Context: an optimization exercise on an open-source flow, tuned for small area, a short achievable clock period and few clock cycles per item. The choices shown serve that exercise and are no tape-out recipe. Function was checked by simulation only, so behaviour that the tests miss may differ from the original.

==> run Z <==
// rsa_key
module rsa_key #(parameter WIDTH = 6) (
    input                    clk,
    input                    rst_n,
    input                    in_valid,
    output                   in_ready,
    input  [WIDTH-1:0]       IN_P,
    input  [WIDTH-1:0]       IN_Q,
    input  [WIDTH*2-1:0]     IN_E,
    output reg               out_valid,
    output reg [WIDTH*2-1:0] OUT_N,
    output reg [WIDTH*2-1:0] OUT_D
);
Settings: LEC_CHECK=0, ABC_AREA=1, CAP_MARGIN=20, CORE_MARGIN=2, CORE_UTILIZATION=40, CTS_CLUSTER_DIAMETER=80, CTS_CLUSTER_SIZE=30, SLEW_MARGIN=20; clock period 210.0 ns.
standard.sh (not shown) runs the stock make flow with config.mk's settings and CLKGATE_MAP_FILE= SYNTH_SCRIPT=/design/flow/synth_recipe.tcl, a recipe that flattens the netlist after the stock synthesis.
==> flow/flow/run.sh <==
#!/bin/bash
set -o pipefail
export BUFFER_PORTS_ARGS="-buffer_cell sky130_fd_sc_hd__buf_2"
export SYNTH_ARGS="-noabc"
plat=$(make -s -C "$FLOW_HOME" DESIGN_CONFIG="$PWD/config.mk" WORK_HOME="$PWD/orfs" print-DONT_USE_CELLS 2>print_dont_use.log | sed -n 's/^DONT_USE_CELLS: //p')
if [ -z "$plat" ]; then echo "could not read the platform's DONT_USE_CELLS" >&2; exit 1; fi
dont_use="$plat sky130_fd_sc_hd__ha_1 sky130_fd_sc_hd__ha_2 sky130_fd_sc_hd__ha_4"
echo "DONT_USE_CELLS=$dont_use" > dont_use.txt
bash standard.sh "DONT_USE_CELLS=$dont_use" finish > standard.log 2>&1
status=$?
tail -20 standard.log
exit $status
==> run K: changes against run Z <==
Settings changed: CORE_UTILIZATION 40 to 60, CTS_CLUSTER_DIAMETER 80 to 100, CTS_CLUSTER_SIZE 30 to 45.
==> summary of the runs <==
Run Z finished clean. Run K produced a clean layout. In run K the final area is lower than in run Z, by 1.5%. Against run Z, the sequential share of layout area of run K is higher by 0.20 points. In run Z the die area is higher than in run K, by about 50%. In area after synthesis, run K and run Z do not differ. Critical path depth is the same in run Z and run K. Between run K and run Z, the lower hold slack is in run K (gap 0.0052 ns). Via count is about the same in run K and run Z. Of run K and run Z, run Z has the higher cell count (gap 6.6%, measured against run Z). In sequential cell count, run K and run Z do not differ. Between run K and run Z, the lower utilization is in run Z (gap 20 points).
Testbench counts of run Z, summed over its fixed seeds: cycles 2,432, items 2,400.
Testbench counts of run K, summed over its fixed seeds: cycles 2,432, items 2,400.

---

==> inputs of v7 <==
Another version of the RTL of rsa_key (not shown whole).
Design rsa_key, start of the top module:
module rsa_key #(parameter WIDTH = 6) (
    input                    clk,
    input                    rst_n,
    input                    in_valid,
    output                   in_ready,
    input  [WIDTH-1:0]       IN_P,
    input  [WIDTH-1:0]       IN_Q,
    input  [WIDTH*2-1:0]     IN_E,
    output reg               out_valid,
    output reg [WIDTH*2-1:0] OUT_N,
    output reg [WIDTH*2-1:0] OUT_D
);
==> flow/config.mk <==
export PLATFORM = sky130hd
export DESIGN_NAME = rsa_key
export DESIGN_NICKNAME = rsa_key
export VERILOG_FILES = /design/flow/design.v
export SDC_FILE = /design/flow/constraint.sdc
export NUM_CORES = 4
export LEC_CHECK = 0
export ABC_AREA = 1
export CAP_MARGIN = 20
export CORE_MARGIN = 2
export CORE_UTILIZATION = 40
export CTS_CLUSTER_DIAMETER = 80
export CTS_CLUSTER_SIZE = 30
export SLEW_MARGIN = 20
==> flow/constraint.sdc <==
create_clock -name core_clock -period 210.0 [get_ports {clk}]
set_input_delay 42.0000 -clock core_clock [delete_from_list [all_inputs] [get_ports {clk}]]
set_output_delay 42.0000 -clock core_clock [all_outputs]
set_load 0.01 [all_outputs]
Scripts as last shown in full above: flow/flow/run.sh
==> v33 (differences from v7) <==
--- a/flow/design.v
+++ b/flow/design.v
@@ -248,47 +248,51 @@
 wire [10:0] c34_Q = {c3_q, c6_q, c9_q, c12_q, c15_q, c18_q, c21_q, c24_q, c27_q, c30_q, c33_q};
 wire c35_bnz = |c_B0;
 wire [11:0] c36_A = c_B0;
 wire [10:0] c37_B = c35_bnz ? c32_A[10:0] : 11'd0;
 wire [10:0] c38_X = 11'd1;
 wire [10:0] c39_TB = c34_Q;
 wire c40_par = c35_bnz ? ~1'b0 : 1'b0;
+wire [11:0] c41_Bw = c37_B;
+wire [11:0] c42_A;
+wire c43_q;
+rsa_rrowx #(.K(11), .W(12)) u_d1_k11 (.R(c36_A), .B(c41_Bw), .en((|c37_B & ~|c37_B[10:1])), .RO(c42_A), .qo(c43_q));
+wire [11:0] c44_Bw = c37_B;
+wire [11:0] c45_A;
+wire c46_q;
+rsa_rrowx #(.K(10), .W(12)) u_d1_k10 (.R(c42_A), .B(c44_Bw), .en((|c37_B & ~|c37_B[10:2])), .RO(c45_A), .qo(c46_q));
 reg v1;
 always @(posedge clk or negedge rst_n)
     if (~rst_n) v1 <= 1'b0; else v1 <= v0;
 reg [11:0] s1_A;
-always @(posedge clk) s1_A <= c36_A;
+always @(posedge clk) s1_A <= c45_A;
 reg [10:0] s1_B;
 always @(posedge clk) s1_B <= c37_B;
 reg [10:0] s1_X;
 always @(posedge clk) s1_X <= c38_X;
 reg [10:0] s1_TB;
 always @(posedge clk) s1_TB <= c39_TB;
 reg s1_par;
 always @(posedge clk) s1_par <= c40_par;
 reg s1_sp;
 always @(posedge clk) s1_sp <= c_sp0;
 reg [11:0] s1_Eu;
 always @(posedge clk) s1_Eu <= c_Eu;
 reg [11:0] s1_N;
 always @(posedge clk) s1_N <= c_N;
-wire [11:0] c41_Bw = s1_B;
-wire [11:0] c42_A;
-wire c43_q;
-rsa_rrowx #(.K(11), .W(12)) u_d1_k11 (.R(s1_A), .B(c41_Bw), .en((|s1_B & ~|s1_B[10:1])), .RO(c42_A), .qo(c43_q));
-wire [11:0] c44_Bw = s1_B;
-wire [11:0] c45_A;
-wire c46_q;
-rsa_rrowx #(.K(10), .W(12)) u_d1_k10 (.R(c42_A), .B(c44_Bw), .en((|s1_B & ~|s1_B[10:2])), .RO(c45_A), .qo(c46_q));
+reg s1_q11;
+always @(posedge clk) s1_q11 <= c43_q;
+reg s1_q10;
+always @(posedge clk) s1_q10 <= c46_q;
 wire [11:0] c47_Bw = s1_B;
 wire [11:0] c48_A;
 wire c49_q;
-rsa_rrowx #(.K(9), .W(12)) u_d1_k9 (.R(c45_A), .B(c47_Bw), .en((|s1_B & ~|s1_B[10:3])), .RO(c48_A), .qo(c49_q));
+rsa_rrowx #(.K(9), .W(12)) u_d1_k9 (.R(s1_A), .B(c47_Bw), .en((|s1_B & ~|s1_B[10:3])), .RO(c48_A), .qo(c49_q));
 wire [10:0] c50_X;
-rsa_tb4 #(.I(5), .TW(11)) u_t1_i5 (.X(s1_X), .TB(s1_TB), .q2(c43_q), .q1(c46_q), .q0(c49_q), .XO(c50_X));
+rsa_tb4 #(.I(5), .TW(11)) u_t1_i5 (.X(s1_X), .TB(s1_TB), .q2(s1_q11), .q1(s1_q10), .q0(c49_q), .XO(c50_X));
 wire [11:0] c51_Bw = s1_B;
 wire [11:0] c52_A;
 wire c53_q;
 rsa_rrowx #(.K(8), .W(12)) u_d1_k8 (.R(c48_A), .B(c51_Bw), .en((|s1_B & ~|s1_B[10:4])), .RO(c52_A), .qo(c53_q));
 wire [11:0] c54_Bw = s1_B;
 wire [11:0] c55_A;
 wire c56_q;
@@ -395,49 +399,51 @@
 rsa_tb4 #(.I(0), .TW(11)) u_t2_i0 (.X(c123_X), .TB(c87_TB), .q2(c122_q), .q1(c126_q), .q0(1'b0), .XO(c127_X));
 wire c128_bnz = |c85_B;
 wire [9:0] c129_A = c85_B;
 wire [9:0] c130_B = c128_bnz ? c125_A[9:0] : 10'd0;
 wire [10:0] c131_X = c87_TB;
 wire [10:0] c132_TB = c127_X;
 wire c133_par = c128_bnz ? ~c88_par : c88_par;
+wire [9:0] c134_Bw = c130_B;
+wire [9:0] c135_A;
+wire c136_q;
+rsa_rrowx #(.K(9), .W(10)) u_d3_k9 (.R(c129_A), .B(c134_Bw), .en((|c130_B & ~|c130_B[9:1])), .RO(c135_A), .qo(c136_q));
+wire [10:0] c137_X;
+rsa_tb4 #(.I(5), .TW(11)) u_t3_i5 (.X(c131_X), .TB(c132_TB), .q2(1'b0), .q1(1'b0), .q0(c136_q), .XO(c137_X));
 reg v2;
 always @(posedge clk or negedge rst_n)
     if (~rst_n) v2 <= 1'b0; else v2 <= v1;
 reg [9:0] s2_A;
-always @(posedge clk) s2_A <= c129_A;
+always @(posedge clk) s2_A <= c135_A;
 reg [9:0] s2_B;
 always @(posedge clk) s2_B <= c130_B;
 reg [10:0] s2_X;
-always @(posedge clk) s2_X <= c131_X;
+always @(posedge clk) s2_X <= c137_X;
 reg [10:0] s2_TB;
 always @(posedge clk) s2_TB <= c132_TB;
 reg s2_par;
 always @(posedge clk) s2_par <= c133_par;
 reg s2_sp;
 always @(posedge clk) s2_sp <= s1_sp;
 reg [11:0] s2_Eu;
 always @(posedge clk) s2_Eu <= s1_Eu;
 reg [11:0] s2_N;
 always @(posedge clk) s2_N <= s1_N;
-wire [9:0] c134_Bw = s2_B;
-wire [9:0] c135_A;
-wire c136_q;
-rsa_rrowx #(.K(9), .W(10)) u_d3_k9 (.R(s2_A), .B(c134_Bw), .en((|s2_B & ~|s2_B[9:1])), .RO(c135_A), .qo(c136_q));
-wire [10:0] c137_X;
-rsa_tb4 #(.I(5), .TW(11)) u_t3_i5 (.X(s2_X), .TB(s2_TB), .q2(1'b0), .q1(1'b0), .q0(c136_q), .XO(c137_X));
+reg s2_q9;
+always @(posedge clk) s2_q9 <= c136_q;
 wire [9:0] c138_Bw = s2_B;
 wire [9:0] c139_A;
 wire c140_q;
-rsa_rrowx #(.K(8), .W(10)) u_d3_k8 (.R(c135_A), .B(c138_Bw), .en((|s2_B & ~|s2_B[9:2])), .RO(c139_A), .qo(c140_q));
+rsa_rrowx #(.K(8), .W(10)) u_d3_k8 (.R(s2_A), .B(c138_Bw), .en((|s2_B & ~|s2_B[9:2])), .RO(c139_A), .qo(c140_q));
 wire [9:0] c141_Bw = s2_B;
 wire [9:0] c142_A;
 wire c143_q;
 rsa_rrowx #(.K(7), .W(10)) u_d3_k7 (.R(c139_A), .B(c141_Bw), .en((|s2_B & ~|s2_B[9:3])), .RO(c142_A), .qo(c143_q));
 wire [10:0] c144_X;
-rsa_tb4 #(.I(4), .TW(11)) u_t3_i4 (.X(c137_X), .TB(s2_TB), .q2(c136_q), .q1(c140_q), .q0(c143_q), .XO(c144_X));
+rsa_tb4 #(.I(4), .TW(11)) u_t3_i4 (.X(s2_X), .TB(s2_TB), .q2(s2_q9), .q1(c140_q), .q0(c143_q), .XO(c144_X));
 wire [9:0] c145_Bw = s2_B;
 wire [9:0] c146_A;
 wire c147_q;
 rsa_rrowx #(.K(6), .W(10)) u_d3_k6 (.R(c142_A), .B(c145_Bw), .en((|s2_B & ~|s2_B[9:4])), .RO(c146_A), .qo(c147_q));
 wire [9:0] c148_Bw = s2_B;
 wire [9:0] c149_A;
 wire c150_q;
Settings changed: CORE_UTILIZATION 40 to 60, CTS_CLUSTER_DIAMETER 80 to 90, CTS_CLUSTER_SIZE 30 to 35.
==> summary of the runs <==
In worst hold slack, v33 and v7 hardly differ. In v33 the clock skew is lower than in v7, by 0.0056 ns. Between v33 and v7, the lower sequential share of layout area is in v7 (gap 0.24 points). First-iteration DRC count: v7 is smaller than v33 (about 9%). Against v33, the routed wire length of v7 is higher by about 6%.
Testbench counts of v7, summed over its fixed seeds: cycles 2,432, items 2,400.
Testbench counts of v33, summed over its fixed seeds: cycles 2,432, items 2,400.

---

==> run R: inputs <==
Another version of the RTL of rsa_key (not shown whole).
clock: 210.0 ns
lec_check: 0
abc_area: 1
cap_margin: 20
core_margin: 2
core_utilization: 40
cts_cluster_diameter: 80
cts_cluster_size: 30
slew_margin: 20
==> flow/flow/run.sh <==
#!/bin/bash
set -o pipefail
export BUFFER_PORTS_ARGS="-buffer_cell sky130_fd_sc_hd__buf_2"
export SYNTH_ARGS="-noabc"
bash standard.sh > standard.log 2>&1
status=$?
tail -20 standard.log
exit $status
==> inputs of run C, as changes to run R <==
--- a/flow/flow/run.sh
+++ b/flow/flow/run.sh
@@ -4,2 +4,3 @@
 export SYNTH_ARGS="-noabc"
+export DONT_USE_CELLS="sky130_fd_sc_hd__ha_1 sky130_fd_sc_hd__ha_2 sky130_fd_sc_hd__ha_4"
 bash standard.sh > standard.log 2>&1
==> flow_results.xml <==
<?xml version="1.0" encoding="UTF-8"?>
<metrics>
  <group name="status">
    <metric name="run_status" unit="">no timing/DRC/antenna violations</metric>
  </group>
  <group name="yosys">
    <metric name="ffs_w_async_s_r_synth" unit="%">1.88</metric>
  </group>
  <group name="routing">
    <metric name="drcViolationCount" unit="">0</metric>
  </group>
  <group name="cts">
    <metric name="cts_tree" unit="">done</metric>
    <metric name="post-cts-setup-buffer-count" unit="">0</metric>
  </group>
</metrics>
Source of the figures above: run R

==> flow_results.xml <==
<?xml version="1.0" encoding="UTF-8"?>
<metrics>
  <group name="worst_setup_path">
    <metric name="worstSetupPathType" unit="">reg2out</metric>
  </group>
  <group name="routing">
    <metric name="detailroute.wirelength.met3" unit="microns">1880</metric>
    <metric name="drcViolationCount" unit="">0</metric>
    <metric name="post_drt_wl_per_cell" unit="microns">14.9</metric>
  </group>
  <group name="status">
    <metric name="run_status" unit="">no timing/DRC/antenna violations</metric>
  </group>
  <group name="cts">
    <metric name="worst_setup_hold_path_clk_slew" unit="ns">0.10</metric>
    <metric name="cts_tree" unit="">done</metric>
  </group>
  <group name="sta">
    <metric name="finalSetupTns" unit="ns">0</metric>
  </group>
  <group name="finish">
    <metric name="multi_input_comb_area" unit="sq mm">0.0213</metric>
  </group>
  <group name="yosys">
    <metric name="synth_area_in_compound_gates" unit="%">7.26</metric>
  </group>
</metrics>
Source of the figures above: run C

Testbench counts of run R, summed over its fixed seeds: cycles 2,448, items 2,400.
Testbench counts of run C, summed over its fixed seeds: cycles 2,448, items 2,400.

-- afterwards: timing with drivers on the ports --
The results above use ideal ports. As a check the final layouts listed here were re-extracted and re-timed, cells and wires unchanged.
Step 1 sets driving cells, clkbuf_16 on the clock port and buf_2 on the other inputs (assumed; they add their load-dependent delay and slew).
Step 2 also shifts input and output timing later by t, the mid clock arrival at the registers, as if the neighbouring blocks saw the same clock.
a / b / c = no drivers / after step 1 / after step 2; a / b = the first two.
| run | shift t [ns] | setup WS [ns] | worst setup path after step 2 | worst slew at a driven data input, ns | cell pins on the clock port's net |
|---|---|---|---|---|---|
| run Z | 0.504 | 167.049 / 166.997 / 167.501 | register to output | 0.03 | 1 |
| run K | 0.508 | 167.058 / 167.004 / 167.512 | register to output | 0.03 | 1 |
| v7 | 0.512 | 167.040 / 166.986 / 167.184 | register to register | 0.04 | 1 |
| v33 | 0.508 | 167.058 / 167.004 / 167.512 | register to output | 0.03 | 1 |
| run R | 0.633 | 166.960 / 166.900 / 167.532 | register to output | 0.03 | 1 |
| run C | 0.633 | 166.960 / 166.900 / 167.532 | register to output | 0.03 | 1 |
After both steps setup and hold are still met in every run listed.
